Source: an optimization exercise on an open RTL-to-GDS flow (aim: small area, a short achievable clock period and few clock cycles per item). Production flows keep margins and buffers that such runs may drop. In this exercise RTL edits were held to simulation tests only and were not proved equivalent to the original. Power is estimated from default activity; no workload was simulated.

$ cat design/flow/config.mk
export PLATFORM = sky130hd
export DESIGN_NAME = encrypter_reg
export DESIGN_NICKNAME = encrypter_reg
export VERILOG_FILES = /design/flow/design.v
export SDC_FILE = /design/flow/constraint.sdc
export NUM_CORES = 4
export LEC_CHECK = 0
export CAP_MARGIN = 20
export CORE_MARGIN = 2
export CORE_UTILIZATION = 40
export SLEW_MARGIN = 20
$ cat design/flow/constraint.sdc
create_clock -name core_clock -period 10.0 [get_ports {clk}]
set_input_delay 2.0000 -clock core_clock [delete_from_list [all_inputs] [get_ports {clk}]]
set_output_delay 2.0000 -clock core_clock [all_outputs]
set_load 0.01 [all_outputs]
$ cat design/flow/design.v
`timescale 1ns / 1ps
module mux(
    input status,
    output out
    );
    assign out = status ? 1'b0 : 1'b1;
endmodule
`timescale 1ns / 1ps
module key_circular_shift(
    input wire [0:63] key_in,
    input clk,
    input rst,
    input set,
    output reg status,
    output reg [0:63] key_out
    );
        always @(posedge clk) begin 
        if (rst) begin key_out <= 0; status <= 1'b0; end else begin
            if (set) begin 
                status <= 0;
                key_out <= 0;
            end
            if (~set && ~status) begin
                key_out[0:31] <= (key_in[0:31] << 2) | (key_in[0:31] >> 62);
                key_out[32:63] <= (key_in[32:63] << 2) | (key_in[32:63] >> 62);   
                status <= 1;   
            end  
        end
        end
endmodule
`timescale 1ns / 1ps
module permute_map(
    input wire [0:63] data_in,
    input clk,
    input rst,
    input set,
    output reg status,
    output reg [0:63] data_out
    );
    localparam [0:511] map = {8'd43,8'd25,8'd19,8'd29,8'd53,8'd36,8'd58,8'd51,
                         8'd41,8'd34,8'd60,8'd3,8'd6,8'd32,8'd57,8'd61,
                         8'd48,8'd52,8'd18,8'd38,8'd45,8'd14,8'd31,8'd55,
                         8'd16,8'd9,8'd0,8'd44,8'd49,8'd42,8'd54,8'd30,
                         8'd23,8'd20,8'd4,8'd12,8'd21,8'd37,8'd59,8'd40,
                         8'd35,8'd2,8'd27,8'd17,8'd11,8'd50,8'd62,8'd56,
                         8'd47,8'd13,8'd7,8'd1,8'd22,8'd26,8'd33,8'd10,
                         8'd5,8'd28,8'd15,8'd46,8'd63,8'd8,8'd39,8'd24
                         };
        integer i;
        always @(posedge clk) begin
        if (rst) begin status <= 0; data_out <= 0; end else begin
            if (set) begin 
                status <= 1'b0;
                data_out <= 0; 
            end
            if (~set && ~status) begin
                for(i = 0; i < 64; i = i + 1) begin
                    data_out[i] <= data_in[map[8*i +: 8]];
                end
                status <= 1;
            end
        end
        end
endmodule
`timescale 1ns / 1ps
module initial_permutation(
    input wire [0:63] data_in,
    input clk,
    input rst,
    input set,
    output reg [0:63] data_out,
    output reg status
    );
    localparam [0:63] map = {8'd58,8'd60,8'd62,8'd64,8'd57,8'd59,8'd61,8'd63};
    integer i;
    integer k;
    always @(posedge clk) begin
        if (rst) begin data_out <= 0; status <= 1'b0; end else begin
        if (set) begin 
            status <= 1'b0; data_out <= 0;
        end
        if (~set && ~status) begin
            for (i = 0; i < 8; i = i + 1) begin
                for (k = 0; k < 8; k = k + 1) begin
                    data_out[8*i + k] <= data_in[(map[8*i +: 8] - 8*k) - 1];
                end 
            end
            status <= 1'b1;
            end    
    end
        end
endmodule
`timescale 1ns / 1ps
module shift_encoding (
    input  wire [0:63] data_in,    
    input  wire [0:63] key,        
    input  wire clk,
    input  wire rst,
    input  wire set,
    output reg status,
    output reg [0:63] data_out     
);
    integer i;
    reg [2:0] start;
    reg [2:0] idx;
    localparam PRIME = 7;
    always @(*) begin
        start = 3'd0;
        for (i = 0; i < 8; i = i + 1) begin
            start = start + key[i*8 +: 8];
        end
    end
    always @(posedge clk) begin
        if (rst) begin data_out <= 64'd0; status <= 1'b0; end else begin
        if (set) begin
            data_out <= 64'd0;
            status  <= 1'b0;
        end else if (~status) begin
            for (i = 0; i < 8; i = i + 1) begin
                idx = (start + i*PRIME) % 8;
                data_out[idx*8 +: 8] <= data_in[i*8 +: 8];
            end
            status <= 1'b1;
        end
        end
    end
endmodule
`timescale 1ns / 1ps
module xor_encoding(
        input [0:63] data_in,
        input [0:63] final_key,
        output [0:63] data_out
    );
    assign data_out[0:7] = data_in[0:7] ^ final_key[0:7];
    assign data_out[8:15] = data_in[8:15] ^ final_key[8:15];
    assign data_out[16:23] = data_in[16:23] ^ final_key[16:23];
    assign data_out[24:31] = data_in[24:31] ^ final_key[24:31];
    assign data_out[32:39] = data_in[32:39] ^ final_key[32:39];
    assign data_out[40:47] = data_in[40:47] ^ final_key[40:47];
    assign data_out[48:55] = data_in[48:55] ^ final_key[48:55];
    assign data_out[56:63] = data_in[56:63] ^ final_key[56:63];
endmodule
`timescale 1ns / 1ps
module Encrypter(
    input [0:63] data_in,
    input [0:63] key_in,
    input clk,
    input rst,
    input set,
    output status,
    output [0:63] key_out,
    output [0:63] data_out
    );
    wire [0:63] round_key_0;
    wire [0:63] round_key_1;
    wire [0:63] round_key_2;
    wire [0:63] cipher_0;
    wire [0:63] cipher_1;
    wire [0:63] cipher_2;
    wire [0:63] cipher_3;
    wire [0:63] cipher_4;
    wire status_0;
    wire status_1;
    wire status_2;
    wire status_3;
    wire status_4;
    wire next_state_0;
    wire next_state_1;
    wire next_state_2;
    wire next_state_3;
    wire next_state_4;
    key_circular_shift layer_0_key( .key_in(key_in), .clk(clk), .rst(rst), .set(set), .status(status_0), .key_out(round_key_0) );
    mux mux_0( .status(status_0), .out(next_state_0) );
    permute_map layer_1_key( .data_in(round_key_0), .data_out(round_key_1), .clk(clk), .rst(rst), .set(next_state_0), .status(status_1) );
    mux mux_1( .status(status_1), .out(next_state_1) );
    initial_permutation layer_2_key( .data_in(round_key_1), .set(next_state_1), .status(status_2), .data_out(round_key_2), .clk(clk), .rst(rst) );
    mux mux_2( .status(status_2), .out(next_state_2) ); 
    assign key_out = round_key_2;
    shift_encoding layer_0_data( .data_in(data_in), .clk(clk), .rst(rst), .set(next_state_2), .status(status_3), .key(round_key_2), .data_out(cipher_1) );
    mux mux_3( .status(status_3), .out(next_state_3) );
    initial_permutation layer_1_data( .data_in(cipher_1), .set(next_state_3), .status(status_4), .clk(clk), .rst(rst), .data_out(cipher_2) );
    xor_encoding layer_2_data( .data_in(cipher_2), .final_key(round_key_2), .data_out(cipher_3) );
    mux mux_4( .status(status_4), .out(next_state_4) );
    permute_map layer_3_data( .data_in(cipher_3), .set(next_state_4), .clk(clk), .rst(rst), .status(status), .data_out(data_out));
endmodule
`timescale 1ns / 1ps
module encrypter_reg(
    input  [0:7] byte_write,    
    input  [5:0] addr,          
    input        clk,           
    input        rst,           
    input        we,            
    input        re,            
    output reg [0:7] byte_read  
);
    localparam cmd_reg     = 0;   
    localparam set         = 0;   
    localparam status      = 4;   
    localparam data_byte_0 = 1;
    localparam data_byte_1 = 2;
    localparam data_byte_2 = 3;
    localparam data_byte_3 = 4;
    localparam data_byte_4 = 5;
    localparam data_byte_5 = 6;
    localparam data_byte_6 = 7;
    localparam data_byte_7 = 8;
    localparam read_byte_0 = 9;
    localparam read_byte_1 = 10;
    localparam read_byte_2 = 11;
    localparam read_byte_3 = 12;
    localparam read_byte_4 = 13;
    localparam read_byte_5 = 14;
    localparam read_byte_6 = 15;
    localparam read_byte_7 = 16;
    localparam round_key_0 = 17;
    localparam round_key_1 = 18;
    localparam round_key_2 = 19;
    localparam round_key_3 = 20;
    localparam round_key_4 = 21;
    localparam round_key_5 = 22;
    localparam round_key_6 = 23;
    localparam round_key_7 = 24;
    reg [0:7]  mem_map [0:24];   
    reg [0:63] final_data;       
    reg [0:63] final_key;        
    wire [0:7] cmd_word = mem_map[cmd_reg];  
    wire state;                  
    wire [0:63] key_out;         
    wire [0:63] data_out;        
    Encrypter Block (
        .data_in(final_data),
        .key_in(final_key),
        .clk(clk),
        .rst(rst),
        .set(cmd_word[set]),
        .status(state),
        .key_out(key_out),
        .data_out(data_out)
    );
    integer i;
    always @(posedge clk) begin
      if (rst) begin
        for (i = 0; i < 25; i = i + 1) begin
            mem_map[i] <= 0;
        end
        byte_read  <= 0;
        final_data <= 0;
        final_key  <= 0;
      end else begin
        if (state && ~we) begin
            mem_map[read_byte_0] <= data_out[0:7];
            mem_map[read_byte_1] <= data_out[8:15];
            mem_map[read_byte_2] <= data_out[16:23];
            mem_map[read_byte_3] <= data_out[24:31];
            mem_map[read_byte_4] <= data_out[32:39];
            mem_map[read_byte_5] <= data_out[40:47];
            mem_map[read_byte_6] <= data_out[48:55];
            mem_map[read_byte_7] <= data_out[56:63];
            mem_map[round_key_0] <= key_out[0:7];
            mem_map[round_key_1] <= key_out[8:15];
            mem_map[round_key_2] <= key_out[16:23];
            mem_map[round_key_3] <= key_out[24:31];
            mem_map[round_key_4] <= key_out[32:39];
            mem_map[round_key_5] <= key_out[40:47];
            mem_map[round_key_6] <= key_out[48:55];
            mem_map[round_key_7] <= key_out[56:63];
            mem_map[cmd_reg] <= {cmd_word[0:status-1], state, cmd_word[status+1:7]};
        end
        if (re) begin
            byte_read <= mem_map[addr];
        end
        if (we) begin
            mem_map[addr] <= byte_write;
        end
        if (cmd_word[set]) begin
            final_data[0:7]   <= mem_map[data_byte_0];
            final_data[8:15]  <= mem_map[data_byte_1];
            final_data[16:23] <= mem_map[data_byte_2];
            final_data[24:31] <= mem_map[data_byte_3];
            final_data[32:39] <= mem_map[data_byte_4];
            final_data[40:47] <= mem_map[data_byte_5];
            final_data[48:55] <= mem_map[data_byte_6];
            final_data[56:63] <= mem_map[data_byte_7];
            final_key[0:7]    <= mem_map[round_key_0];
            final_key[8:15]   <= mem_map[round_key_1];
            final_key[16:23]  <= mem_map[round_key_2];
            final_key[24:31]  <= mem_map[round_key_3];
            final_key[32:39]  <= mem_map[round_key_4];
            final_key[40:47]  <= mem_map[round_key_5];
            final_key[48:55]  <= mem_map[round_key_6];
            final_key[56:63]  <= mem_map[round_key_7];
        end
    end
      end
endmodule
$ cat design/flow/run.sh
#!/bin/bash
# synth_recipe.tcl (not shown) runs the flow's synth.tcl, then flattens the netlist and writes it again
# the make line also repeats each setting of config.mk as NAME=value (left out here)
make -C /OpenROAD-flow-scripts/flow DESIGN_CONFIG=/design/flow/config.mk WORK_HOME=/design/flow/orfs CLKGATE_MAP_FILE= SYNTH_SCRIPT=/design/flow/synth_recipe.tcl finish
==> reports/metrics.yaml <==
status:
  status: "complete, no violations"
power:
  p_seq_frac: 0.485
  power.density_mw_per_mm2: 167
  power_frac_comb: 0.067
  p_switching_uw: 1750
  pwr-share-clk: 0.448
  switching_share: 0.249
  p_leak_uw: 0.0145
  ir_drop_v: 0.000108
  intPower_uw: 5260
worst_setup_path:
  path_common_cell: "fa_1"
  critPathLaunchType: "flop"
  cp.buffers_inverters: 4
  crit_type: "flop to flop"
  path_cells: "inv_1 -> fa_1 -> inv_1 -> fa_1 -> fa_1 -> fa_1 -> ha_1 -> xor2_1 -> xnor2_1 -> xnor2_2 -> xor2_4 -> buf_4 -> ha_1 -> inv_1 -> ha_1 -> nor2_1 -> and2_1 -> a22o_1 -> nand2_1 -> a31oi_1 -> o31ai_1 -> a21oi_1"
  crit_path_top_delay_cell: "nor2_1"
  cp_max_fo: 59
  cp.arrival_ns: 8.62
  required_ns: 10.54
  max_stage_delay_ns: 0.91
  cp_top_family: "adder cells"
  crit_path_end_kind: "flop"
logic_synthesis:
  yosysUniqueCellTypes: 82
  async_flop_share: 0
  synth_seq_cells: 766
  yosysWarnings: 5
  synth_flop_cell: "dfxtp_1"
  syn-mean-instance-area_um2: 9.87
  synth_edf_count: 256
  seq_area_frac_synth: 0.474
  syn-num-nets: 3888
  netlist_area_mm2: 0.0378
  netlist_instances: 3826
detailed_routing:
  dr.pass1.iters: 13
  wl_per_cell_um: 30.4
  vias_per_cell: 6.32
  drc: 0
  drt_iter0_markers: 4585
  postRouteAntennaNets: 0
  routed_wl_um: 153000
  vias: 31758
sta:
  relSlewSlack: 0.154
  tightest_slew_ns: 1.26
  finalSetupViolCount: 0
  period_minus_slack_ns: 8.08
  max_freq_mhz: 124
  setup_ws_ns: 1.92
  hold_violations: 0
  period_share: 0.808
  rsz0062_at_grt: "false"
  maxSlewViolCount: 0
  setup_tns_ns: 0
  clock-skew-final_ns: 0.0289
floorplan:
  die_w_um: 311
  coreArea_mm2: 0.0935
  fp-row-count: 112
  fp.dieArea_mm2: 0.0969
  die_h_um: 311
  initial_core_util: 0.404
  top_level_ports: 26
placed_design:
  dp_hpwl_um: 102000
  dp_cells: 4863
  numPortBuffers: 24
  dp_slack_ns: 2.28
  place_congestion: 1.04
cts:
  postCtsSetupBuffers: 0
  numClockSinks: 766
  clock_latency_ns: 0.66
  root_buffer: "clkbuf_16"
  htreeDepth: 3
  hold_buffers: 0
  cts_buffers: 83
  cts_resized: 0
  clk_pin_slew_ns: 0.06
  cts_tree: "built"
  clock_path_buffers: 3
finish:
  layout-drive-gt1-share: 0.0980
  area_growth_pct: 11.0
  stdcell_count: 5024
  nNetsFinal: 3756
worst_hold_path:
  hp-class: "flop to flop"
grt:
  grt_max_degree: 79
  antenna_found_initial: 11
  grt_overflow: 0
  grt_pass1_wl_um: 216000
  grt_use_total: 0.306
  grt_pass1_vias: 29365
flow_run:
  max_cap_viol_count: 0
cell families after synthesis:
| kind of cell | Yosys count | synth area share |
|---|---|---|
| AND/OR/NAND/NOR | 1210 | 0.145 |
| XOR/XNOR | 75 | 0.0187 |
| adder cells (fa/ha/maj) | 44 | 0.0164 |
| buffers and inverters | 400 | 0.0410 |
| AO/OA/AOI/OAI | 886 | 0.165 |
| multiplexers | 445 | 0.140 |
| flip-flops | 766 | 0.474 |
state kept, by name (all words and copies together) (netlist names):
signal and flops:
mem_map 256, Block.layer_0_data.data_out 64, Block.layer_1_data.data_out 64, Block.layer_3_data.data_out 64, final_data 64, Block.layer_0_key.key_out 60
Block.layer_1_key.data_out 60, Block.layer_2_key.data_out 60, final_key 60, byte_read 8, Block.layer_0_data.status 1, Block.layer_0_key.status 1
Block.layer_1_data.status 1, Block.layer_1_key.status 1, Block.layer_2_key.status 1, Block.layer_3_data.status 1
per-stage QoR:
step                cell area (um^2)  power [uW]  utilization  hold WS (ns)
finish                         41900        7000        0.449         0.476
detailed placement             39100        3900        0.418         0.470
global route                   41900        7160        0.448         0.502
CTS                            41900        6990        0.448         0.481
floorplan                      37800        3680            -         0.459
global placement               39100        3900        0.418         0.466
layout by cell type, fill, tap and decap left out, types with 10 or more instances in the layout:
| cell type | synthesis | routed |
|---|---|---|
| nor2_1 | 604 | 601 |
| dfxtp_1 | 510 | 503 |
| mux2i_1 | 377 | 377 |
| edfxtp_1 | 256 | 256 |
| nand2_1 | 243 | 243 |
| o21ai_0 | 173 | 172 |
| a21oi_1 | 158 | 157 |
| a22o_1 | 139 | 139 |
| buf_4 | 4 | 99 |
| and2_1 | 86 | 86 |
| clkbuf_16 | 0 | 85 |
| a22oi_1 | 72 | 72 |
| xnor2_1 | 67 | 67 |
| mux4_2 | 67 | 67 |
| nand2b_1 | 69 | 65 |
| a221oi_1 | 60 | 60 |
| inv_1 | 56 | 55 |
| and3_1 | 46 | 46 |
| a31oi_1 | 41 | 41 |
| a222oi_1 | 37 | 37 |
| nand4_1 | 36 | 36 |
| o31ai_1 | 35 | 35 |
| ha_1 | 35 | 35 |
| nand3_1 | 31 | 31 |
| nor3_1 | 30 | 28 |
| a221o_1 | 23 | 23 |
| o22ai_1 | 22 | 22 |
| clkdlybuf4s50_1 | 0 | 21 |
| o211ai_1 | 18 | 18 |
| clkinv_2 | 0 | 18 |
| clkbuf_1 | 249 | 16 |
| a21o_1 | 15 | 15 |
| a211oi_1 | 13 | 13 |
| o21ai_1 | 11 | 12 |
| a31o_1 | 12 | 12 |
| clkbuf_8 | 0 | 12 |
| or2_2 | 12 | 11 |
| clkinv_1 | 2 | 11 |
| nand4b_1 | 10 | 10 |
| nor4_2 | 2 | 10 |
cell usage after synthesis (11+ instances only):
cell / count / share of area
and2_1: 86 / 0.014
edfxtp_1: 256 / 0.20
o31ai_1: 35 / 0.0070
mux4_2: 67 / 0.040
a22o_1: 139 / 0.032
a21oi_1: 158 / 0.021
mux2i_1: 377 / 0.10
ha_1: 35 / 0.012
nor3_1: 30 / 0.0040
o211ai_1: 18 / 0.0036
nor2_1: 604 / 0.060
a221o_1: 23 / 0.0061
a22oi_1: 72 / 0.014
nand2_1: 243 / 0.024
inv_1: 56 / 0.0056
a221oi_1: 60 / 0.014
o21ai_1: 11 / 0.0015
o22ai_1: 22 / 0.0036
a31oi_1: 41 / 0.0068
and3_1: 46 / 0.0076
o21ai_0: 173 / 0.023
nand2b_1: 69 / 0.011
buf_2: 25 / 0.0033
or2_2: 12 / 0.0020
buf_1: 60 / 0.0060
xnor2_1: 67 / 0.016
a21o_1: 15 / 0.0030
dfxtp_1: 510 / 0.27
clkbuf_1: 249 / 0.025
nand4_1: 36 / 0.0060
a222oi_1: 37 / 0.0098
a31o_1: 12 / 0.0028
a211oi_1: 13 / 0.0026
nand3_1: 31 / 0.0041
path summary, 6_finish.rpt:
path         slack, ns                      startpoint  depth (start not counted)                        endpoint
max reg2reg       1.92  Block.layer_2_key.data_out[62]                         22  Block.layer_0_data.data_out[5]
max               1.92  Block.layer_2_key.data_out[62]                         22  Block.layer_0_data.data_out[5]
min               0.48   Block.layer_0_key.key_out[24]                          2  Block.layer_1_key.data_out[63]
min reg2reg       0.48   Block.layer_0_key.key_out[24]                          2  Block.layer_1_key.data_out[63]
worst register-to-register path: stages, from the launching register on:
cell     delay, ns
dfxtp_1       0.37
inv_1         0.13
fa_1          0.57
inv_1         0.09
fa_1          0.52
fa_1          0.52
fa_1          0.57
ha_1          0.19
xor2_1        0.19
xnor2_1       0.13
xnor2_2       0.67
xor2_4        0.23
buf_4         0.64
ha_1          0.36
inv_1         0.07
ha_1          0.29
nor2_1        0.91
and2_1        0.65
a22o_1        0.25
nand2_1       0.06
a31oi_1       0.18
o31ai_1       0.10
a21oi_1       0.29
power by group through the flow:
| stage | Sequential (uW) | Combinational (uW) | Clock, uW |
|---|---|---|---|
| after floorplan | 3380 | 294 | 0 |
| after global placement | 3450 | 448 | 0 |
| after detailed placement | 3450 | 449 | 0 |
| after CTS | 3390 | 451 | 3160 |
| after global routing | 3400 | 484 | 3280 |
| final | 3400 | 469 | 3140 |
layer usage:
metal | GRT usage | wire length, um | share of wire | vias up
met5 | 0 | 34 | 0.00022 | -
met4 | 0.163 | 9640 | 0.063 | 6
met3 | 0.0837 | 16200 | 0.11 | 510
met2 | 0.448 | 64900 | 0.43 | 1995
met1 | 0.410 | 61900 | 0.41 | 15532
li1 | - | - | - | 13715
layout make-up:
type | count | area, um^2
clock inverter | 42 | 410
clock buffer | 113 | 2350
antenna | 6 | 15.0
tap | 1254 | 1570
inverter | 62 | 233
fill | 8834 | 51500
sequential | 766 | 17900
timing repair buffer | 121 | 965
multi-input combinational | 2660 | 18500
Testbench counts, summed over its fixed seeds: cycles 8,064, items 192.

## what the ideal ports hide
Ports are ideal in the flow. The routed layout listed here was re-timed in OpenROAD.
Step 1: set_driving_cell puts a clkbuf_16 on clk and a buf_2 on each other input, an assumption about the parent block.
Step 2 times the ports against the registers' clock, not the clock port: input delays grow and output delays shrink by t, the midpoint of the rising clock arrivals with the driver on.
a / b / c = ideal ports / drivers / drivers and shift; a / b = the first two.
t, ns: 0.712
slack for setup (ns): 1.923 / 1.923 / 1.923
worst register clock-pin slew, ns: 0.07 / 0.07
worst slew at a driven data input, ns: 0.07
cell pins on the clock port's net: 1
After both steps this run still meets setup and hold. For this run, drivers alone change the setup slack by 0.000 ns; drivers and shift together by 0.000 ns.
